Context: an optimization exercise on an open-source flow, tuned for small area, a short achievable clock period and few clock cycles per item. The choices shown serve that exercise and are no tape-out recipe. The RTL was checked by simulation tests, not by an equivalence proof against the original design.

Design geofence, start of the top module:
module geofence (clk,reset,X,Y,valid,is_inside);
input           clk;
input           reset;
input   [9:0]   X;
input   [9:0]   Y;
output          valid;
output          is_inside;
reg  [4:0]  cnt;
reg         ph0, ph2, in_vtx, st7, st9;
reg         valid_r;
reg  [9:0]  ox, oy;
reg  signed [10:0] rx [0:6];
reg  signed [10:0] ry [0:6];
reg         nzr;               
reg         rg [0:6];          
reg         rl [0:6];          
reg  [2:0]  rk [0:6];
reg         pl [1:6][0:5];     
reg         pe [1:6][0:5];     
reg  signed [10:0] sx, sy, hx, hy;
reg         bxp, bxn, byp, byn;    
reg         pr;                
integer i, j, k;
function automatic [10:0] sub10(input [9:0] a, input [9:0] b);
    reg [9:0] g, p, nb;
    integer q, d;
    begin
        nb = ~b;
        g = a & nb;
        p = a | nb;
        for (d = 1; d < 10; d = d * 2)
            for (q = 9; q >= d; q = q - 1) begin
                g[q] = g[q] | (p[q] & g[q-d]);
                p[q] = p[q] & p[q-d];
            end
  ...
Size: roughly 2,100 cells after synthesis, ~390 flip-flops, about 24 I/O pins, about 21,000 µm² of cells after synthesis.
clock: 8.0 ns
lec_check: 0
abc_area: 0
cap_margin: 20
core_margin: 2
core_utilization: 70
cts_cluster_diameter: 90
cts_cluster_size: 26
place_density: 0.85
setup_slack_margin: 4.8
slew_margin: 20
synth_hierarchical: 1
synth_minimum_keep_size: 0
run.sh (not shown) runs the stock make flow with config.mk's settings and CLKGATE_MAP_FILE= SYNTH_SCRIPT=/design/flow/synth_recipe.tcl, a recipe that flattens the netlist after the stock synthesis.
Testbench counts at the start, summed over its fixed seeds: cycles 32,845, items 2,400.
Rerun with:
--- a/flow/config.mk
+++ b/flow/config.mk
@@ -6,10 +6,8 @@
 export NUM_CORES = 4
 export LEC_CHECK = 0
-export ABC_AREA = 0
+export ABC_AREA = 1
 export CAP_MARGIN = 20
 export CORE_MARGIN = 2
 export CORE_UTILIZATION = 70
-export CTS_CLUSTER_DIAMETER = 90
-export CTS_CLUSTER_SIZE = 26
 export PLACE_DENSITY = 0.85
 export SETUP_SLACK_MARGIN = 4.8
- core utilization decreases by 0.19 points
- die area increases by 4.8%
- fmax increases by about 8%
- first-iteration DRC count increases by about 15%
- setup slack gets better by 0.24 ns
- cell count increases by about 25%
Rerun with:
--- a/flow/config.mk
+++ b/flow/config.mk
@@ -11,5 +11,5 @@
 export CORE_UTILIZATION = 70
 export PLACE_DENSITY = 0.85
-export SETUP_SLACK_MARGIN = 4.8
+export SETUP_SLACK_MARGIN = 5.0
 export SLEW_MARGIN = 20
 export SYNTH_HIERARCHICAL = 1
The changed run passed the timing, DRC and antenna checks.
Global-route usage rises by 1.5 points.
Wire length rises by 13%.
Worst setup slack improved by 0.093 ns.
Via count rises by 5.7%.
Sequential share of layout area falls by 1.1 points.
Synthesized area does not change.
Utilization rises by 3.3 points.
Die area is unchanged.
Fmax rises by 3.0%.
Rerun with:
--- a/flow/config.mk
+++ b/flow/config.mk
@@ -10,6 +10,8 @@
 export CORE_MARGIN = 2
 export CORE_UTILIZATION = 70
+export CTS_CLUSTER_DIAMETER = 90
+export CTS_CLUSTER_SIZE = 26
 export PLACE_DENSITY = 0.85
-export SETUP_SLACK_MARGIN = 5.0
+export SETUP_SLACK_MARGIN = 4.8
 export SLEW_MARGIN = 20
 export SYNTH_HIERARCHICAL = 1
The new run finished clean.
Via count falls by about 7%.
Global-route usage falls by 2.6 points.
Critical path depth decreases by 8.
Worst hold slack is better by 0.015 ns.
Final area came out lower by 7.0%.
Synthesized area does not change.
Non-clock buffer count came out lower by 57.
Synthesized cell count does not change.
Rerun with:
--- a/flow/config.mk
+++ b/flow/config.mk
@@ -6,5 +6,5 @@
 export NUM_CORES = 4
 export LEC_CHECK = 0
-export ABC_AREA = 1
+export ABC_AREA = 0
 export CAP_MARGIN = 20
 export CORE_MARGIN = 2
@@ -13,5 +13,5 @@
 export CTS_CLUSTER_SIZE = 26
 export PLACE_DENSITY = 0.85
-export SETUP_SLACK_MARGIN = 4.8
+export SETUP_SLACK_MARGIN = 5.0
 export SLEW_MARGIN = 20
 export SYNTH_HIERARCHICAL = 1
- global-route usage increases by 2.8 points
- hold slack is about the same
- worst setup slack gets worse by 0.27 ns
- area after synthesis decreases by 4.6%
- cell area increases by 2.1%
- routed wire length increases by 2.8%
- non-clock buffer count increases by 99
- fmax decreases by 8.0%
- cell count decreases by 16%

==> re-timing with driven ports <==
How much do the figures lean on ideal ports? The routed layouts below were timed once more, with nothing changed but the port constraints.
Step 1 (the two cells are an assumption about what drives the block):
set clk [get_ports {clk}]
set_driving_cell -lib_cell sky130_fd_sc_hd__clkbuf_16 $clk
set_driving_cell -lib_cell sky130_fd_sc_hd__buf_2 [delete_from_list [all_inputs] $clk]
Step 2 adds t to the input delays and takes it off the output delays; t is the mean of the earliest and latest rising clock arrival at the registers after step 1. Input paths then give back, and output paths get back, about the clock's delay inside the block.
Slacks: ideal / step 1 / step 2; pairs: ideal / step 1.
run | t (ns) | setup slack, ns | worst hold slack (ns) | pins driven straight from the clock port
the first run | 0.575 | 4.586 / 4.583 / 4.008 | 0.348 / 0.348 / 0.348 | 1
the second run | 0.589 | 4.829 / 4.807 / 4.266 | 0.346 / 0.346 / 0.346 | 1
the third run | 0.603 | 4.921 / 4.921 / 4.555 | 0.337 / 0.337 / 0.337 | 1
the fourth run | 0.593 | 4.851 / 4.796 / 4.353 | 0.352 / 0.352 / 0.352 | 1
the fifth run | 0.579 | 4.576 / 4.566 / 3.986 | 0.354 / 0.354 / 0.354 | 1
After both steps setup and hold are still met in every run listed. The setup slack of the fifth run, which loses most, moves by -0.010 ns with the drivers and by -0.590 ns with both steps.
